Context: an optimization exercise on an open-source flow, tuned for small area. The choices shown serve that exercise and are no tape-out recipe.
At most, simulation tests tie the RTL to the original design; equivalence was not proved.
No activity file was given, so power comes from the tool's default toggle rates.

==> flow/design.v (excerpt) <==
module float_multiply (clk, reset, IN1, IN2, OUT);
input clk, reset;
input [31:0] IN1, IN2;
output [31:0] OUT;
reg [31:0] X1;
reg [31:0] X2;
reg [2:0]  stage;
reg [28:0] acc;     
reg [0:0]  cf;      
wire changed;
neq64 u_cmp (.a({IN2, IN1}), .b({X2, X1}), .y(changed));
wire st0 = (stage == 3'd0);
wire st7 = (stage == 3'd7);
wire [22:0] fa_m;
ao22x23 u_fam (.a(IN1[22:0]), .sa(st0), .b(X1[22:0]), .sb(~st0), .y(fa_m));
reg [4:0] win;
always @(*) begin
    case (stage)
        3'd0: win = {IN2[1:0], 3'b000};
        3'd1: win = X2[5:1];
        3'd2: win = X2[9:5];
        3'd3: win = X2[13:9];
        3'd4: win = X2[17:13];
        3'd5: win = X2[21:17];
        default: win = {3'b001, X2[22:21]};
    endcase
end
wire one0 = win[0] ^ win[1];
wire two0 = (win[2] & ~win[1] & ~win[0]) | (~win[2] & win[1] & win[0]);
wire neg0 = win[2] & ~(win[1] & win[0]);
wire one1 = win[2] ^ win[3];
wire two1 = (win[4] & ~win[3] & ~win[2]) | (~win[4] & win[3] & win[2]);
wire neg1 = win[4] & ~(win[3] & win[2]);
wire [23:0] m0 = {1'b1, X1[22:0]};
wire [23:0] m1 = {1'b1, fa_m};
wire [24:0] pp0, pp1;
brow u_row0 (.one_n(~one0), .two_n(~two0), .neg(neg0), .m(X1[22:0]), .pp(pp0));
brow u_row1 (.one_n(~one1), .two_n(~two1), .neg(neg1), .m(fa_m), .pp(pp1));
wire [24:0] A = acc[28:4];
wire [0:0] cfg = cf;
wire nA24 = ~A[24];
wire nneg0 = ~neg0;
wire nneg1 = ~neg1;
wire npp1_24 = ~pp1[24];
wire fs0;
wire fc0;
wire fs1;
wire fc1;
wire fs2;
wire fc2;
wire fs3;
wire fc3;
wire fs4;
wire fc4;
wire fs5;
wire fc5;
wire fs6;
wire fc6;
wire fs7;
wire fc7;
wire fs8;
wire fc8;
wire fs9;
wire fc9;
wire fs10;
wire fc10;
wire fs11;
wire fc11;
wire fs12;
wire fc12;
wire fs13;
wire fc13;
wire fs14;
wire fc14;
wire fs15;
wire fc15;
wire fs16;
  ...
clock: 10.0 ns
lec_check: 0
cap_margin: 5
core_margin: 2
core_utilization: 60
cts_buf_list: sky130_fd_sc_hd__clkbuf_8
slew_margin: 5
synth_hierarchical: 1
standard.sh (not shown) runs the stock make flow with config.mk's settings and CLKGATE_MAP_FILE= SYNTH_SCRIPT=/design/flow/synth_recipe.tcl, a recipe that flattens the netlist after the stock synthesis.
==> flow/flow/run.sh <==
#!/bin/bash
# Standard layout, with the port buffers made from the smallest buffer cell
# and no dummy loads added to the clock tree.
set -euo pipefail
bash standard.sh \
  BUFFER_PORTS_ARGS="-buffer_cell sky130_fd_sc_hd__buf_1" \
  CTS_ARGS="-sink_clustering_enable -repair_clock_nets -buf_list sky130_fd_sc_hd__clkbuf_8 -dont_use_dummy_load" \
  finish > flow.log 2>&1
Edit:
--- a/flow/design.v
+++ b/flow/design.v
@@ -11,30 +11,30 @@
 assign co = a & b;
 endmodule
 module neq64 (a, b, y);
 input [63:0] a, b;
 output y;
 assign y = (a != b);
 endmodule
 module isz31 (a, y);
 input [30:0] a;
 output y;
 assign y = (a == 31'd0);
 endmodule
-module brow (one_n, two_n, neg, m, pp);
-input one_n, two_n, neg;     
+module brow (one, two, neg, m, pp);
+input one, two, neg;
 input [22:0] m;
 output [24:0] pp;
-wire [25:0] en = {~neg, ~({1'b1, m} ^ {24{neg}}), ~neg};
-assign pp = ~(({25{one_n}} | en[25:1]) & ({25{two_n}} | en[24:0]));
+wire [25:0] e = {neg, {{1'b1, m} ^ {24{neg}}}, neg};
+assign pp = ({25{one}} & e[25:1]) | ({25{two}} & e[24:0]);
 endmodule
 module ao22x23 (a, sa, b, sb, y);
 input [22:0] a, b;
 input sa, sb;
 output [22:0] y;
 assign y = (a & {23{sa}}) | (b & {23{sb}});
 endmodule
 module ao22s (a, sa, b, sb, y);
 input a, sa, b, sb;
 output y;
 assign y = (a & sa) | (b & sb);
 endmodule
@@ -65,26 +65,26 @@
         default: win = {3'b001, X2[22:21]};
     endcase
 end
 wire one0 = win[0] ^ win[1];
 wire two0 = (win[2] & ~win[1] & ~win[0]) | (~win[2] & win[1] & win[0]);
 wire neg0 = win[2] & ~(win[1] & win[0]);
 wire one1 = win[2] ^ win[3];
 wire two1 = (win[4] & ~win[3] & ~win[2]) | (~win[4] & win[3] & win[2]);
 wire neg1 = win[4] & ~(win[3] & win[2]);
 wire [23:0] m0 = {1'b1, X1[22:0]};
 wire [23:0] m1 = {1'b1, fa_m};
 wire [24:0] pp0, pp1;
-brow u_row0 (.one_n(~one0), .two_n(~two0), .neg(neg0), .m(X1[22:0]), .pp(pp0));
-brow u_row1 (.one_n(~one1), .two_n(~two1), .neg(neg1), .m(fa_m), .pp(pp1));
+brow u_row0 (.one(one0), .two(two0), .neg(neg0), .m(X1[22:0]), .pp(pp0));
+brow u_row1 (.one(one1), .two(two1), .neg(neg1), .m(fa_m), .pp(pp1));
 wire [24:0] A = acc[28:4];
 wire [0:0] cfg = cf;
 wire nA24 = ~A[24];
 wire nneg0 = ~neg0;
 wire nneg1 = ~neg1;
 wire npp1_24 = ~pp1[24];
 wire fs0;
 wire fc0;
 wire fs1;
 wire fc1;
 wire fs2;
 wire fc2;
Power climbs by 0.94%. Die area climbs by 1.6%. Via count hardly moves. Maximum frequency stays flat. Area after synthesis climbs by 1.6%. Cell count drops by 0.69%. Wire length climbs by 1.9%. Hold slack gets better by 14 ps. Global-route usage drops by 0.32 points. Cell area climbs by 1.3%. Sequential cell count stays the same. Worst setup slack gets better by 18 ps.


float_multiply, a different RTL version from the one above (not shown whole).
Size: ~650 cells after synthesis, about 97 flip-flops, ~7300 sq um of cells after synthesis.
Design float_multiply, start of the top module:
module float_multiply (clk, reset, IN1, IN2, OUT);
input clk, reset;
input [31:0] IN1, IN2;
output [31:0] OUT;
reg [31:0] X1;
reg [31:0] X2;
reg [2:0]  stage;
reg [28:0] acc;     
reg [0:0]  cf;      
wire changed;
neq64 u_cmp (.a({IN2, IN1}), .b({X2, X1}), .y(changed));
wire st0 = (stage == 3'd0);
wire st7 = (stage == 3'd7);
wire [22:0] fa_m;
ao22x23 u_fam (.a(IN1[22:0]), .sa(st0), .b(X1[22:0]), .sb(~st0), .y(fa_m));
reg [4:0] win;
always @(*) begin
    case (stage)
        3'd0: win = {IN2[1:0], 3'b000};
        3'd1: win = X2[5:1];
        3'd2: win = X2[9:5];
        3'd3: win = X2[13:9];
        3'd4: win = X2[17:13];
        3'd5: win = X2[21:17];
        default: win = {3'b001, X2[22:21]};
    endcase
end
wire one0 = win[0] ^ win[1];
wire two0 = (win[2] & ~win[1] & ~win[0]) | (~win[2] & win[1] & win[0]);
wire neg0 = win[2] & ~(win[1] & win[0]);
wire one1 = win[2] ^ win[3];
wire two1 = (win[4] & ~win[3] & ~win[2]) | (~win[4] & win[3] & win[2]);
wire neg1 = win[4] & ~(win[3] & win[2]);
wire [23:0] m0 = {1'b1, X1[22:0]};
wire [23:0] m1 = {1'b1, fa_m};
wire [24:0] pp0, pp1;
brow u_row0 (.one(one0), .two(two0), .neg(neg0), .m(X1[22:0]), .pp(pp0));
brow u_row1 (.one(one1), .two(two1), .neg(neg1), .m(fa_m), .pp(pp1));
wire [24:0] A = acc[28:4] & {25{~st0}};
wire [0:0] cfg = cf & {1{~st0}};
wire nA24 = ~A[24];
wire nneg0 = ~neg0;
wire nneg1 = ~neg1;
wire npp1_24 = ~pp1[24];
wire fs0;
wire fc0;
wire fs1;
wire fc1;
wire fs2;
wire fc2;
wire fs3;
wire fc3;
wire fs4;
wire fc4;
wire fs5;
wire fc5;
wire fs6;
wire fc6;
wire fs7;
wire fc7;
wire fs8;
wire fc8;
wire fs9;
wire fc9;
wire fs10;
wire fc10;
wire fs11;
wire fc11;
wire fs12;
wire fc12;
wire fs13;
wire fc13;
wire fs14;
wire fc14;
wire fs15;
wire fc15;
wire fs16;
wire fc16;
wire fs17;
wire fc17;
wire fs18;
wire fc18;
wire fs19;
wire fc19;
wire fs20;
wire fc20;
wire fs21;
wire fc21;
wire fs22;
wire fc22;
wire fs23;
wire fc23;
wire fs24;
wire fc24;
wire fs25;
wire fc25;
wire fs26;
wire fc26;
wire fs27;
wire fc27;
wire hs0;
wire hc0;
wire fs28;
wire fc28;
wire fs29;
wire fc29;
wire hs1;
wire hc1;
wire fs30;
wire fc30;
wire fs31;
wire fc31;
wire hs2;
wire hc2;
wire fs32;
wire fc32;
wire fs33;
wire fc33;
wire hs3;
wire hc3;
wire fs34;
wire fc34;
wire fs35;
wire fc35;
wire fs36;
wire fc36;
wire fs37;
wire fc37;
wire fs38;
wire fc38;
  ...
export LEC_CHECK = 0
export CAP_MARGIN = 20
export CORE_MARGIN = 2
export CORE_UTILIZATION = 50
export CTS_BUF_LIST = sky130_fd_sc_hd__clkbuf_8
export SLEW_MARGIN = 20
export SYNTH_HIERARCHICAL = 1
create_clock -name core_clock -period 10.0 [get_ports {clk}]
Scripts as last shown in full above: flow/flow/run.sh
Rerun with:
--- a/flow/design.v
+++ b/flow/design.v
@@ -275,46 +275,41 @@
     fs13,
     fs11,
     fs9,
     fs7,
     fs5,
     fs3,
     fs1,
     fs0};
 wire [0:0] cf_n = {hc3};
 wire [40:0] xin = {IN2, IN1[31:23]};
 wire [40:0] xold = {X2, X1[31:23]};
-wire [29:0] anew = {cf_n, sum};
-wire [29:0] aold = {cf, acc};
 wire nst0 = ~st0;
-wire nst7 = ~st7;
 wire [40:0] xd;
-wire [29:0] ad;
 genvar gi;
 generate
     for (gi = 0; gi < 41; gi = gi + 1) begin : g_xd
         ao22s u_xd (.a(xin[gi]), .sa(st0), .b(xold[gi]), .sb(nst0), .y(xd[gi]));
     end
-    for (gi = 0; gi < 30; gi = gi + 1) begin : g_ad
-        ao22s u_ad (.a(anew[gi]), .sa(nst7), .b(aold[gi]), .sb(st7), .y(ad[gi]));
-    end
 endgenerate
 always @(posedge clk) begin
     if (reset || (st7 && changed))
         stage <= 3'd0;
     else if (!st7)
         stage <= stage + 3'd1;
     X1 <= {xd[8:0], fa_m};
     X2 <= xd[40:9];
-    acc <= ad[28:0];
-    cf <= ad[29:29];
+    if (!st7) begin
+        acc <= sum;
+        cf <= cf_n;
+    end
 end
 wire tc_in18 = 1'b0;
 wire tc_out18 = (acc[18] & cf[0]) | ((acc[18] | cf[0]) & tc_in18);
 wire p47 = acc[25] ^ (tc_out18 & (&acc[24:19]));
 wire np47 = ~p47;
 wire [25:0] u;
 wire [26:0] uc;
 assign u[0] = 1'b0;   
 assign uc[1] = acc[0] & np47;
 fa u_t1 (.a(acc[1]), .b(p47), .c(uc[1]), .s(u[1]), .co(uc[2]));
 assign u[25] = 1'b0;   
Outcome: Fmax drops slightly; global-route usage drops by 0.96 points; worst setup slack gets worse by 0.15 ns; power drops by roughly a tenth; non-clock buffer count drops by 6; sequential share of layout area climbs by 3.9 points; sequential cell count stays the same; synthesized cell count drops by a few percent.
No functional check of the RTL was part of the first run of this note.

==> afterwards: timing with drivers on the ports <==
No port has a modelled driver above. Below, the same layouts with a new extraction and two added sets of constraints. Step 1: set_driving_cell puts a clkbuf_16 on clk and a buf_2 on each other input, an assumption about the parent block. Step 2 also shifts input and output timing later by t, the mid clock arrival at the registers, as if the neighbouring blocks saw the same clock. Slacks: ideal / step 1 / step 2; pairs: ideal / step 1.
run | t, ns | slack for setup (ns) | hold slack, ns | clock arrival spread, ns
the first run of note 1 | 0.409 | 0.402 / 0.421 / 0.011 | 0.479 / 0.479 / 0.479 | 0.013 / 0.013
the second run of note 1 | 0.394 | 0.421 / 0.438 / 0.044 | 0.493 / 0.493 / 0.493 | 0.019 / 0.018
the first run of note 2 | 0.404 | 0.549 / 0.549 / 0.226 | 0.481 / 0.481 / 0.481 | 0.024 / 0.025
the second run of note 2 | 0.408 | 0.395 / 0.395 / 0.317 | 0.552 / 0.552 / 0.552 | 0.019 / 0.019
After both steps setup and hold are still met in every run listed. For the first run of note 1, which loses most, drivers alone change the setup slack by +0.019 ns; drivers and shift together by -0.391 ns.
